Context: an optimization exercise on an open-source flow, tuned for small area. The choices shown serve that exercise and are no tape-out recipe.
In this exercise RTL edits were held to simulation tests only and were not proved equivalent to the original.
No activity file was given, so power comes from the tool's default toggle rates.

--- flow/design.v ---
`timescale 1ns / 1ps
module uart_stopwatch(
    input clk, rst_n,
    input rx,
    output [7:0] seg_out,
    output [7:0] sel_out,
    output tx
);
    reg rd_uart;
    wire rx_empty;
    wire [7:0] rd_data;
    reg clr; 
    reg up_reg, up_nxt; 
    reg go_reg, go_nxt; 
    reg wr_uart;
    reg [7:0] displaytime[9:0]; 
    reg [7:0] wr_data, wr_data_nxt;
    wire [4:0] in0, in1, in2, in3, in4, in5, in6, in7; 
    reg [3:0] index, index_nxt; 
    reg lock, lock_nxt;
    enhanced_stopwatch m0(
        .clk(clk),
        .rst_n(rst_n),
        .up(up_reg),
        .go(go_reg),
        .clr(clr),
        .in0(in0), 
        .in1(in1), 
        .in2(in2), 
        .in3(in3),
        .in4(in4), 
        .in5(in5),  
        .in6(in6), 
        .in7(in7) 
    );
    LED_mux m1(
        .clk(clk),
        .rst(rst_n),
        .in0(in0),
        .in1(in1),
        .in2(in2),
        .in3(in3),
        .in4(in4),
        .in5(in5),
        .in6(in6),
        .in7(in7),
        .seg_out(seg_out),
        .sel_out(sel_out)
    );
    uart #(.DBIT(8), .SB_TICK(16), .DVSR(27), .DVSR_WIDTH(9), .FIFO_W(4)) m2(
        .clk(clk),
        .rst_n(rst_n),
        .rd_uart(rd_uart),
        .wr_uart(wr_uart),
        .wr_data(wr_data),
        .rx(rx),
        .tx(tx),
        .rd_data(rd_data),
        .rx_empty(rx_empty),
        .tx_full()
    );
    always @(posedge clk, negedge rst_n) 
        begin
            if (!rst_n) 
                begin
                    index <= 0;
                    up_reg <= 1;
                    go_reg <= 0;
                    lock <= 0;
                end
            else 
                begin
                    index <= index_nxt;
                    up_reg <= up_nxt;
                    go_reg <= go_nxt;
                    lock <= lock_nxt;
                end
        end
    always @* 
        begin
            up_nxt = up_reg;
            go_nxt = go_reg;
            lock_nxt = lock;
            index_nxt = index;
            wr_uart = 0;
            wr_data = 8'h00;
            rd_uart = 0;
            clr = 0;
            if (!rx_empty) 
                begin
                    if (rd_data == 8'h43 || rd_data == 8'h63) 
                        begin  
                            clr = 1;
                            up_nxt = 1;
                        end
                    else if (rd_data == 8'h47 || rd_data == 8'h67) 
                        begin  
                            go_nxt = 1;
                        end
                    else if (rd_data == 8'h50 || rd_data == 8'h70) 
                        begin  
                            go_nxt = 0;
                        end
                    else if (rd_data == 8'h55 || rd_data == 8'h75) 
                        begin  
                            up_nxt = !up_reg;
                        end
                    else if (rd_data == 8'h52 || rd_data == 8'h72) 
                        begin  
                            lock_nxt = 1;
                            index_nxt = 0;
                        end
                    rd_uart = 1;
                end
            if (lock) 
                begin
                    wr_data = displaytime[index];
                    wr_uart = 1;
                    if (index == 9) 
                        lock_nxt = 0;  
                    else 
                        index_nxt = index + 1;
                end    
        end
    always @* 
        begin
            displaytime[0] = {4'h3, in6[3:0]};  
            displaytime[1] = {4'h3, in5[3:0]};  
            displaytime[2] = 8'h3a;             
            displaytime[3] = {4'h3, in4[3:0]};  
            displaytime[4] = {4'h3, in3[3:0]};  
            displaytime[5] = 8'h3a;             
            displaytime[6] = {4'h3, in2[3:0]};  
            displaytime[7] = {4'h3, in1[3:0]};  
            displaytime[8] = 8'h2e;             
            displaytime[9] = {4'h3, in0[3:0]};  
        end
endmodule
`timescale 1ns / 1ps
module enhanced_stopwatch(   
    input clk, rst_n,
    input up, go, clr, 
    output [4:0] in0, in1, in2, in3, in4, in5, in6, in7
);
    reg [23:0] mod_10M;  
    reg [3:0] D0, S0, S1, M0, M1, H0, H1;
    reg [23:0] mod_10M_nxt;
    reg [3:0] D0_nxt, S0_nxt, S1_nxt, M0_nxt, M1_nxt, H0_nxt, H1_nxt;
    reg mod_10M_max, D0_max, S0_max, S1_max, M0_max, M1_max, H0_max, H1_max;
    always @(posedge clk, negedge rst_n) 
        begin
            if (!rst_n) 
                begin
                    mod_10M <= 0;
                    D0 <= 0;
                    S0 <= 0;
                    S1 <= 0;
                    M0 <= 0;
                    M1 <= 0;
                    H0 <= 0;
                    H1 <= 0;
                end
            else 
                begin
                    if (clr) 
                        begin
                            mod_10M <= 0;
                            D0 <= 0;
                            S0 <= 0;
                            S1 <= 0;
                            M0 <= 0;
                            M1 <= 0;
                            H0 <= 0;
                            H1 <= 0;    
                        end
                    else if (go) 
                        begin 
                            mod_10M <= mod_10M_nxt;
                            D0 <= D0_nxt;
                            S0 <= S0_nxt;
                            S1 <= S1_nxt;
                            M0 <= M0_nxt;
                            M1 <= M1_nxt;
                            H0 <= H0_nxt;
                            H1 <= H1_nxt;
                        end
                end
        end
    always @* 
        begin
            mod_10M_nxt = mod_10M;
            D0_nxt = D0;
            S0_nxt = S0;
            S1_nxt = S1;
            M0_nxt = M0;
            M1_nxt = M1;
            H0_nxt = H0;
            H1_nxt = H1;
            mod_10M_max = 0;
            D0_max = 0;
            S0_max = 0;
            S1_max = 0;
            M0_max = 0;
            M1_max = 0;
            H0_max = 0;
            H1_max = 0;
            mod_10M_nxt = up ? mod_10M + 1 : mod_10M - 1;  
            mod_10M_max = (mod_10M_nxt == 5 || mod_10M_nxt == {24{1'b1}}) ? 1 : 0; 
            mod_10M_nxt = (mod_10M_nxt == 5) ? 0 : mod_10M_nxt; 
            mod_10M_nxt = (mod_10M_nxt == {24{1'b1}}) ? 4 : mod_10M_nxt; 
            if (mod_10M_max) 
                begin  
                    D0_nxt = up ? D0 + 1 : D0 - 1;
                    D0_max = (D0_nxt == 10 || D0_nxt == 4'b1111) ? 1 : 0;
                    D0_nxt = (D0_nxt == 10) ? 0 : D0_nxt;
                    D0_nxt = (D0_nxt == 4'b1111) ? 9 : D0_nxt;
                end
            if (D0_max && mod_10M_max) 
                begin  
                    S0_nxt = up ? S0 + 1 : S0 - 1;
                    S0_max = (S0_nxt == 10 || S0_nxt == 4'b1111) ? 1 : 0;
                    S0_nxt = (S0_nxt == 10) ? 0 : S0_nxt;
                    S0_nxt = (S0_nxt == 4'b1111) ? 9 : S0_nxt;
                end
            if (S0_max && D0_max && mod_10M_max) 
                begin  
                    S1_nxt = up ? S1 + 1 : S1 - 1;
                    S1_max = (S1_nxt == 6 || S1_nxt == 4'b1111) ? 1 : 0;
                    S1_nxt = (S1_nxt == 6) ? 0 : S1_nxt;
                    S1_nxt = (S1_nxt == 4'b1111) ? 5 : S1_nxt;
                end
            if (S1_max && S0_max && D0_max && mod_10M_max) 
                begin  
                    M0_nxt = up ? M0 + 1 : M0 - 1;
                    M0_max = (M0_nxt == 10 || M0_nxt == 4'b1111) ? 1 : 0;
                    M0_nxt = (M0_nxt == 10) ? 0 : M0_nxt;
                    M0_nxt = (M0_nxt == 4'b1111) ? 9 : M0_nxt;
                end
            if (M0_max && S1_max && S0_max && D0_max && mod_10M_max) 
                begin  
                    M1_nxt = up ? M1 + 1 : M1 - 1;
                    M1_max = (M1_nxt == 6 || M1_nxt == 4'b1111) ? 1 : 0;
                    M1_nxt = (M1_nxt == 6) ? 0 : M1_nxt;
                    M1_nxt = (M1_nxt == 4'b1111) ? 5 : M1_nxt;
                end
            if (M1_max && M0_max && S1_max && S0_max && D0_max && mod_10M_max) 
                begin  
                    H0_nxt = up ? H0 + 1 : H0 - 1;
                    H0_max = (H0_nxt == 10 || H0_nxt == 4'b1111) ? 1 : 0;
                    H0_nxt = (H0_nxt == 10) ? 0 : H0_nxt;
                    H0_nxt = (H0_nxt == 4'b1111) ? 9 : H0_nxt;
                end
            if (H0_max && M1_max && M0_max && S1_max && S0_max && D0_max && mod_10M_max) 
                begin  
                    H1_nxt = up ? H1 + 1 : H1 - 1;
                    H1_max = (H1_nxt == 3 || H1_nxt == 4'b1111) ? 1 : 0;
                    H1_nxt = (H1_nxt == 3) ? 0 : H1_nxt;
                end        
            if (H1_max == 1) 
                begin 
                    mod_10M_nxt = mod_10M;
                    D0_nxt = D0;
                    S0_nxt = S0;
                    S1_nxt = S1;
                    M0_nxt = M0;
                    M1_nxt = M1;
                    H0_nxt = H0;
                    H1_nxt = H1;
                end
        end
    assign in0 = {1'b0, D0},
           in1 = {1'b1, S0},
           in2 = {2'b0, S1},
           in3 = {1'b1, M0},
           in4 = {2'b0, M1},
           in5 = {1'b1, H0},
           in6 = {1'b0, H1},
           in7 = 0;  
endmodule
`timescale 1ns / 1ps
module LED_mux #(parameter N=20)( 
    input clk, rst,
    input [4:0] in0, in1, in2, in3, in4, in5, in6, in7, 
    output reg [7:0] seg_out,
    output reg [7:0] sel_out
);
	reg [N-1:0] r_reg;
	reg [4:0] hex_out;
	wire [N-1:0] r_nxt;
	wire [2:0] out_counter;  
	always @(posedge clk or negedge rst)
	if (!rst) 
		r_reg <= 0;
	else 
		r_reg <= r_nxt;
	assign r_nxt = (r_reg == {3'd7, {(N-3){1'b1}}}) ? {N{1'b0}} : r_reg + 1'b1; 
	assign out_counter = r_reg[N-1:N-3];
	always @(out_counter) 
	   begin
	       sel_out = 8'b1111_1111; 
	       sel_out[out_counter] = 1'b0;
	   end
	always @* 
	   begin
	       hex_out = 0;
	       case(out_counter)
	           3'b000: hex_out = in0;
	           3'b001: hex_out = in1;
	           3'b010: hex_out = in2;
	           3'b011: hex_out = in3;
	           3'b100: hex_out = in4;
	           3'b101: hex_out = in5;
	           3'b110: hex_out = in6;
	           3'b111: hex_out = in7;
	       endcase
       end
	always @* 
	   begin
	       seg_out = 0;
	       case(hex_out[3:0])
	           4'h0: seg_out[6:0] = 7'b1000_000;
	           4'h1: seg_out[6:0] = 7'b1111_001;
	           4'h2: seg_out[6:0] = 7'b0100_100;
	           4'h3: seg_out[6:0] = 7'b0110_000;
	           4'h4: seg_out[6:0] = 7'b0011_001;
	           4'h5: seg_out[6:0] = 7'b0010_010;
	           4'h6: seg_out[6:0] = 7'b0000_010;
	           4'h7: seg_out[6:0] = 7'b1111_000;
	           4'h8: seg_out[6:0] = 7'b0000_000;
	           4'h9: seg_out[6:0] = 7'b0011_000;
	       endcase
	       seg_out[7] = !hex_out[4];
	   end
endmodule
`timescale 1ns / 1ps
module uart #(parameter DBIT = 8, SB_TICK = 16, DVSR = 326, DVSR_WIDTH = 9, FIFO_W = 2)(
    input clk, rst_n,
    input rd_uart, wr_uart,
    input[7:0] wr_data,
    input rx,
    output tx,
    output[7:0] rd_data,
    output rx_empty, tx_full
);
    wire s_tick, rx_done_tick, empty;
    wire[7:0] dout, rd_data_tx;
    baud_generator #(.N(DVSR), .N_width(DVSR_WIDTH)) m0(
        .clk(clk),
        .rst_n(rst_n),
        .s_tick(s_tick)
    );
    uart_rx #(.DBIT(DBIT), .SB_TICK(SB_TICK)) m1(
        .clk(clk),
        .rst_n(rst_n),
        .rx(rx),
        .s_tick(s_tick),
        .rx_done_tick(rx_done_tick),
        .dout(dout)
    );
    fifo #(.W(FIFO_W), .B(DBIT)) m2(
        .clk(clk),
        .rst_n(rst_n),
        .wr(rx_done_tick),
        .rd(rd_uart),
        .wr_data(dout),
        .rd_data(rd_data),
        .full(),
        .empty(rx_empty)
    );
    uart_tx #(.DBIT(DBIT), .SB_TICK(SB_TICK)) m3(
        .clk(clk),
        .rst_n(rst_n),
        .s_tick(s_tick),
        .tx_start(empty),
        .din(rd_data_tx),
        .tx_done_tick(tx_done_tick),
        .tx(tx)
    );
    fifo #(.W(FIFO_W), .B(DBIT)) m4(
        .clk(clk),
        .rst_n(rst_n),
        .wr(wr_uart),
        .rd(tx_done_tick),
        .wr_data(wr_data),
        .rd_data(rd_data_tx),
        .full(tx_full),
        .empty(empty)
    );
endmodule
`timescale 1ns / 1ps
module uart_rx #(parameter DBIT=8,SB_TICK=16)(  
    input clk, rst_n,
    input rx,
    input s_tick,
    output reg rx_done_tick,
    output[7:0] dout
);
    localparam[1:0] idle = 2'b00,
					start = 2'b01,
					data = 2'b10,
					stop = 2'b11;
	reg[1:0] state_reg, state_nxt;
	reg[3:0] s_reg, s_nxt; 
	reg[2:0] n_reg, n_nxt; 
	reg[7:0] b_reg, b_nxt; 
    always @(posedge clk, negedge rst_n) 
        begin
            if(!rst_n) 
                begin
                    state_reg <= idle;
                    s_reg <= 0;
                    n_reg <= 0;
                    b_reg <= 0;
                end
            else 
                begin
                    state_reg<=state_nxt;
                    s_reg<=s_nxt;
                    n_reg<=n_nxt;
                    b_reg<=b_nxt;		
	           	end
	    end
    always @* 
        begin
            state_nxt = state_reg;
            s_nxt = s_reg;
            n_nxt = n_reg;
            b_nxt = b_reg;
            rx_done_tick = 0;
            case(state_reg)
                idle: if(rx == 0) 
                    begin 
                        s_nxt = 0;
                        state_nxt = start;
                    end						
                start: if(s_tick == 1) 
                    begin 
                        if(s_reg == 7) 
                            begin
                                s_nxt = 0;
                                n_nxt = 0;
                                state_nxt = data;
                            end
                        else 
                            s_nxt = s_reg + 1;
                    end
                data: if(s_tick == 1) 
                    begin 
                        if(s_reg == 15) 
                            begin
                                b_nxt = {rx, b_reg[7:1]};
                                s_nxt = 0;
                                if(n_reg == DBIT-1) 
                                    state_nxt = stop;
                                else n_nxt = n_reg + 1;
                            end
                        else 
                            s_nxt = s_reg + 1;
                    end
                stop: if(s_tick == 1) 
                    begin  
                        if(s_reg == SB_TICK - 1) 
                            begin
                                rx_done_tick = 1;
                                state_nxt = idle;
                            end
                        else 
                            s_nxt = s_reg + 1;
                    end	
                default: state_nxt = idle;
            endcase
        end
    assign dout = b_reg;
endmodule
`timescale 1ns / 1ps
module uart_tx #(parameter DBIT=8, SB_TICK=16)(
    input clk, rst_n,
    input s_tick, tx_start,
    input[7:0] din,
    output reg tx_done_tick,
    output tx
);
    localparam[1:0] idle = 2'd0,
                    start = 2'd1,
                    data = 2'd2,
                    stop = 2'd3;
    reg[1:0] state_reg, state_nxt;
    reg[3:0] s_reg, s_nxt; 
    reg[2:0] n_reg, n_nxt; 
    reg[7:0] din_reg, din_nxt;
    reg tx_reg, tx_nxt;
    always @(posedge clk, negedge rst_n) 
        begin
            if(!rst_n) 
                begin
                    state_reg <= idle;
                    s_reg <= 0;
                    n_reg <= 0;
                    din_reg <= 0;
                    tx_reg <= 0;
                end
            else 
                begin
                    state_reg <= state_nxt;
                    s_reg <= s_nxt;
                    n_reg <= n_nxt;
                    din_reg <= din_nxt;
                    tx_reg <= tx_nxt;
                end
        end
    always @* 
        begin
            state_nxt = state_reg;
            s_nxt = s_reg;
            n_nxt = n_reg;
            din_nxt = din_reg;
            tx_nxt = tx_reg;
            tx_done_tick = 0;
            case(state_reg)
                idle: 
                    begin 
                        tx_nxt = 1;
                        if(tx_start == 0) 
                            begin 
                                din_nxt = din;
                                s_nxt = 0;
                                state_nxt = start;
                            end
                    end
                start: 
                    begin  
                        tx_nxt = 0;
                        if(s_tick == 1) 
                            begin
                                if(s_reg == 15) 
                                    begin
                                        s_nxt = 0;
                                        n_nxt = 0;
                                        state_nxt = data;
                                    end
                                else 
                                    s_nxt = s_reg + 1;
                            end
                    end
                data: 
                    begin 
                        tx_nxt = din_reg[0];
                        if(s_tick == 1) 
                            begin
                                if(s_reg == 15) 
                                    begin
                                        din_nxt = din_reg >> 1;
                                        s_nxt = 0;
                                        if(n_reg == DBIT - 1) 
                                            state_nxt = stop;
                                        else 
                                            n_nxt = n_reg + 1;
                                    end
                                else 
                                    s_nxt = s_reg + 1;
                            end
                    end
                stop: 
                    begin 
                        tx_nxt = 1;
                        if(s_tick == 1) 
                            begin
                                if(s_reg == SB_TICK - 1) 
                                    begin
                                        tx_done_tick = 1;
                                        state_nxt = idle;
                                    end
                                else 
                                    s_nxt = s_reg + 1;
                            end
                    end
                default: 
                    state_nxt = idle;
            endcase
        end
    assign tx = tx_reg;
endmodule
`timescale 1ns / 1ps
module baud_generator #(parameter N=163, N_width=8)(
    input clk, rst_n,
    output reg s_tick
);
    reg[N_width-1:0] counter;
    always @(posedge clk, negedge rst_n) 
        begin
            if(!rst_n) 
                begin
                    counter <= 0;
                    s_tick <= 0;
                end
            else 
                begin
                    s_tick <= (counter == N - 1);
                    if(counter == N - 1) 
                        counter <= 0;
                    else 
                        counter <= counter + 1;
                end
        end
endmodule
`timescale 1ns / 1ps
module fifo #(parameter W=4, B=8)(
    input clk, rst_n,
    input wr, rd,
    input[B-1:0] wr_data,
    output[B-1:0] rd_data,
    output reg full, empty
);
    reg[W-1:0] rd_ptr, wr_ptr;
    reg[B-1:0] array_reg[2**W-1:0];
    always @(posedge clk) 
        begin
            if(wr && !full && !(wr && rd && empty)) 
                array_reg[wr_ptr] <= wr_data;
        end
    assign rd_data = array_reg[rd_ptr];
    always @(posedge clk, negedge rst_n) 
        begin
            if(!rst_n) 
                begin
                    rd_ptr <= 0;
                    wr_ptr <= 0;
                    full <= 0;
                    empty <= 1;
                end
            else 
                begin
                    case({rd, wr})
                        2'b01: 
                            if(!full) 
                                begin
                                    wr_ptr <= wr_ptr + 1;
                                    empty <= 0;
                                    full <= ((wr_ptr + 1'b1) == rd_ptr);
                                end
                        2'b10: 
                            if(!empty) 
                                begin
                                    rd_ptr <= rd_ptr + 1;
                                    full <= 0;
                                    empty <= ((rd_ptr + 1'b1) == wr_ptr);
                                end
                        2'b11: 
                            if(!empty && !full) 
                                begin
                                    rd_ptr <= rd_ptr + 1;
                                    wr_ptr <= wr_ptr + 1;
                                end
                    endcase
                end
        end
endmodule
--- flow/run.sh ---
#!/bin/bash
# synth_recipe.tcl (not shown) runs the flow's synth.tcl, then flattens the netlist and writes it again
# the make line also repeats each setting of config.mk as NAME=value (left out here)
make -C /OpenROAD-flow-scripts/flow DESIGN_CONFIG=/design/flow/config.mk WORK_HOME=/design/flow/orfs CLKGATE_MAP_FILE= SYNTH_SCRIPT=/design/flow/synth_recipe.tcl finish
--- flow/constraint.sdc ---
create_clock -name core_clock -period 10.0 [get_ports {clk}]
set_input_delay 2.0000 -clock core_clock [delete_from_list [all_inputs] [get_ports {clk}]]
set_output_delay 2.0000 -clock core_clock [all_outputs]
set_load 0.01 [all_outputs]
--- flow/config.mk ---
export PLATFORM = sky130hd
export DESIGN_NAME = uart_stopwatch
export DESIGN_NICKNAME = uart_stopwatch
export VERILOG_FILES = /design/flow/design.v
export SDC_FILE = /design/flow/constraint.sdc
export NUM_CORES = 4
export LEC_CHECK = 0
export CAP_MARGIN = 20
export CORE_MARGIN = 2
export CORE_UTILIZATION = 40
export PLACE_DENSITY = 0.6
export SLEW_MARGIN = 20
==> run summary <==
layout make-up:
type,instances,area (um2)
clock buffers,50,1070
clock inverters,21,259
fillers,4161,25500
inverters,69,259
multi-input cells,1094,8380
flip-flops and latches,350,9800
well taps,607,759
repair buffers,34,304
cell families (layout without fill, tap and decap cells):
logic type               after synthesis  in the layout  share of synthesized area (%)
flip-flops                           350            350                           52.4
AO/OA/AOI/OAI                        327            327                           11.8
adder cells (fa/ha/maj)              105            105                           7.34
buffers and inverters                138            174                           2.99
XOR/XNOR                              95             95                           4.56
AND/OR/NAND/NOR                      478            478                           12.7
multiplexers                          89             89                           8.26
metrics by stage:
step | worst slack [ps] | hold slack, ps | power, mW | instance area, um2
finish | 4520 | 470 | 3.02 | 20800
global route | 4260 | 480 | 3.11 | 20800
CTS | 4530 | 470 | 3.05 | 20800
detailed placement | 4850 | 458 | 1.56 | 19500
global placement | 4890 | 456 | 1.56 | 19500
floorplan | 4990 | 438 | 1.55 | 18700
path summary, 6_finish.rpt:
check / endpoint / slack (ps) / depth (start not counted)
worst max-delay path: seg_out[4] / 4520 / 12
worst min-delay path: m1.r_reg[16]$_DFF_PN0_ / 470 / 1
worst max register to register: m0.H1[0]$_DFFE_PN0P_ / 4750 / 14
worst min register to register: m1.r_reg[16]$_DFF_PN0_ / 470 / 1
max in group asynchronous: m0.H1[1]$_DFFE_PN0P_ / 7070 / 2
min in group asynchronous: m2.m3.tx_reg$_DFF_PN0_ / 1480 / 1
cells in the mapped netlist (all sizes together), types with 4 or more instances:
cell	instances
nand3	66
o211ai	10
nand2b	14
o221ai	4
o311ai	5
nand4	20
a211o	5
nand2	123
o22ai	5
xor2	37
o21a	7
nor2	120
inv	69
a211oi	14
clkbuf	47
or4	12
a31oi	8
nor4bb	4
a22oi	9
nor3b	6
a22o	30
dfrtp	139
nor4b	10
fa	8
or3	10
mux2i	24
xnor2	57
a21o	22
buf	22
nor3	35
a21oi	91
mux4	51
nor4	6
mux2	14
ha	97
and2	12
o21ai	69
o32ai	4
and4	10
edfxtp	208
a21boi	6
and3	18
power breakdown:
group | leakage [nW] | total, mW | internal, mW | switching, mW
Sequential | 3.36 | 1.52 | 1.52 | 0
Clock | 0.651 | 1.48 | 0.912 | 0.571
Combinational | 3.77 | 0.0132 | 0.000973 | 0.0122
Total | 7.78 | 3.02 | 2.43 | 0.583
cell usage in the layout, fill, tap and decap left out, types with 8 or more instances in the layout:
cell             Yosys  final
clkbuf_1            47      8
a22o_1              30     30
or3_1               10     10
a21o_1              22     22
xnor2_1             56     56
ha_1                97     97
nand2b_1            14     14
buf_4                0     15
nand2_1            123    123
nor3_1              35     32
mux2_2              14     14
inv_1               69     69
clkdlybuf4s50_1      0     18
a31oi_1              8      8
o211ai_1            10     10
a22oi_1              9      9
and2_1              10     10
fa_1                 8      8
nand3_1             66     66
mux4_2              51     51
and3_1              18     18
mux2i_1             24     24
a21oi_1             90     89
clkbuf_16            0     41
and4_1              10     10
o21ai_0             64     64
xor2_1              37     37
edfxtp_1           208    208
nand4_1             20     20
nor2_1             119    118
nor4b_1             10     10
a211oi_1            13     13
or4_1               10     10
dfrtp_1            139    139
layer usage:
| metal | wire (um) | part of all wire [%] |
|---|---|---|
| met1 | 19300 | 47 |
| met2 | 19800 | 48 |
| met3 | 1530 | 3.7 |
| met4 | 741 | 1.8 |
| met5 | 0 | 0 |
worst max-delay path, stage by stage (launching register included):
cell and delay, ps:
dfrtp_1 460, inv_1 140, ha_1 430, nor2_1 150
a21oi_1 140, a21oi_1 80, o22ai_1 310, inv_1 130
ha_1 230, nor2_1 100, a211oi_1 60, a21oi_1 160
clkdlybuf4s50_1 560
==> results.json <==
{
  "hold_class": "register to register",
  "cts_tree": "done",
  "grt_antenna_before_repair": 0,
  "wl_mm": 41.4,
  "synth_top_area_share_pct": 33.4,
  "peakVddDrop_mv": 0.163,
  "postCtsHoldBufs": 0,
  "grt_setup_unrepaired": "false",
  "die_w_um": 220,
  "synth_edf_count": 208,
  "dp_hpwl_mm": 29.0,
  "syn-cell-area_um2": 18700,
  "synth_area_leader_cell": "edfxtp_1",
  "final_nets": 1696,
  "dr.pass1.iters": 5,
  "grtUsageMet1_pct": 24.6,
  "track_usage_pct": 17.4,
  "drt-initial-drc-count": 909,
  "portBuffers": 19,
  "synth_nets": 1690,
  "synthCells": 1582,
  "relSlewSlack_pct": 29.1,
  "finalSetupTns_ps": 0,
  "tightestPinTransition_ps": 1050,
  "dp_cells": 2154,
  "synth_flop_cell": "edfxtp_1",
  "hold_start": "m1.r_reg[16]$_DFF_PN0_",
  "arrival_ps": 3480,
  "clock_path_buffers": 3,
  "drv_cap": 0,
  "r2r-start": "up_reg$_DFFE_PN1P_",
  "gr-usage-met2_pct": 28.4,
  "first_global_vias": 12300,
  "vias_per_cell": 5.61,
  "die-area_um2": 48500,
  "clockRootBuffer": "clkbuf_16",
  "yosysUniqueCellTypes": 87,
  "cts_buffers": 39,
  "num_antenna_cells": 0,
  "grt_overflow": 0,
  "min_period_ps": 5480,
  "setup_viol": 0,
  "crit_path_start_kind": "register",
  "leakagePower_nw": 7.78,
  "chipHeight_um": 220,
  "ios": 20,
  "status": "complete, no violations",
  "top_usage_layer": "met2",
  "wl_per_cell_um": 18.6,
  "largest_reg_flops": 112,
  "via_count": 12500,
  "synth-seq-cells": 350,
  "cp_max_fo": 13,
  "post-route-period-util_pct": 54.8,
  "slew_viol_final": 0,
  "initial_utilization_pct": 40.4,
  "row_count": 79,
  "hold_viol_final": 0,
  "clock_latency_ps": 530,
  "max_freq_mhz": 182,
  "clkSlewWorstSetupHoldPaths_ps": 60,
  "ys_seq_area_share_pct": 52.4,
  "worstSetupStartpoint": "m1.r_reg[18]$_DFF_PN0_",
  "final-instance-count-excl-fill": 2225,
  "synth_area_per_cell_um2": 11.8,
  "fin_skew_ps": 19.5,
  "criticalPathCategory": "register to primary output",
  "gr-usage-met3_pct": 2.36,
  "synth_area_leaders": "edfxtp_1 33%, dfrtp_1 19%, ha_1 6.5%",
  "cts-resized-gates": 0,
  "grt_start_max_net_pins": 74,
  "drc_errors": 0,
  "routabilityCongestion": 0.922,
  "grt_pass1_wl_mm": 67.2,
  "syn_to_final_growth_pct": 11.3,
  "coreArea_um2": 46400,
  "post_cts_buffers": 0,
  "drive_gt1_share_pct": 10.0,
  "cts.htree.levels": 2,
  "final_core_util_pct": 44.9,
  "ys_async_sr_fraction_pct": 40.6,
  "critPathCaptureType": "primary output",
  "ys_warn_count": 9,
  "required_ps": 8000,
  "antenna_left": 0,
  "cts.sinks": 350,
  "p_per_area_nw_per_um2": 145
}

==> afterwards: timing with drivers on the ports <==
The flow's constraints put no driver on any port. The routed layout listed below was extracted and timed again, unchanged, in two steps.
Step 1 (the two cells are an assumption about what drives the block):
set clk [get_ports {clk}]
set_driving_cell -lib_cell sky130_fd_sc_hd__clkbuf_16 $clk
set_driving_cell -lib_cell sky130_fd_sc_hd__buf_2 [delete_from_list [all_inputs] $clk]
Step 2 moves the port delays by t, midway between the first and last clock arrival at a register: inputs arrive t later, outputs are due t later. That takes back most of the time a late clock gives input paths.
a / b / c = ideal / step 1 / step 2; a / b = the first two.
t (ns): 0.575
setup WS [ns]: 4.520 / 4.470 / 4.746
pins driven straight from the clock port: 1
After both steps setup and hold are still met in this run. For this run, drivers alone change the setup slack by -0.050 ns; drivers and shift together by +0.226 ns.
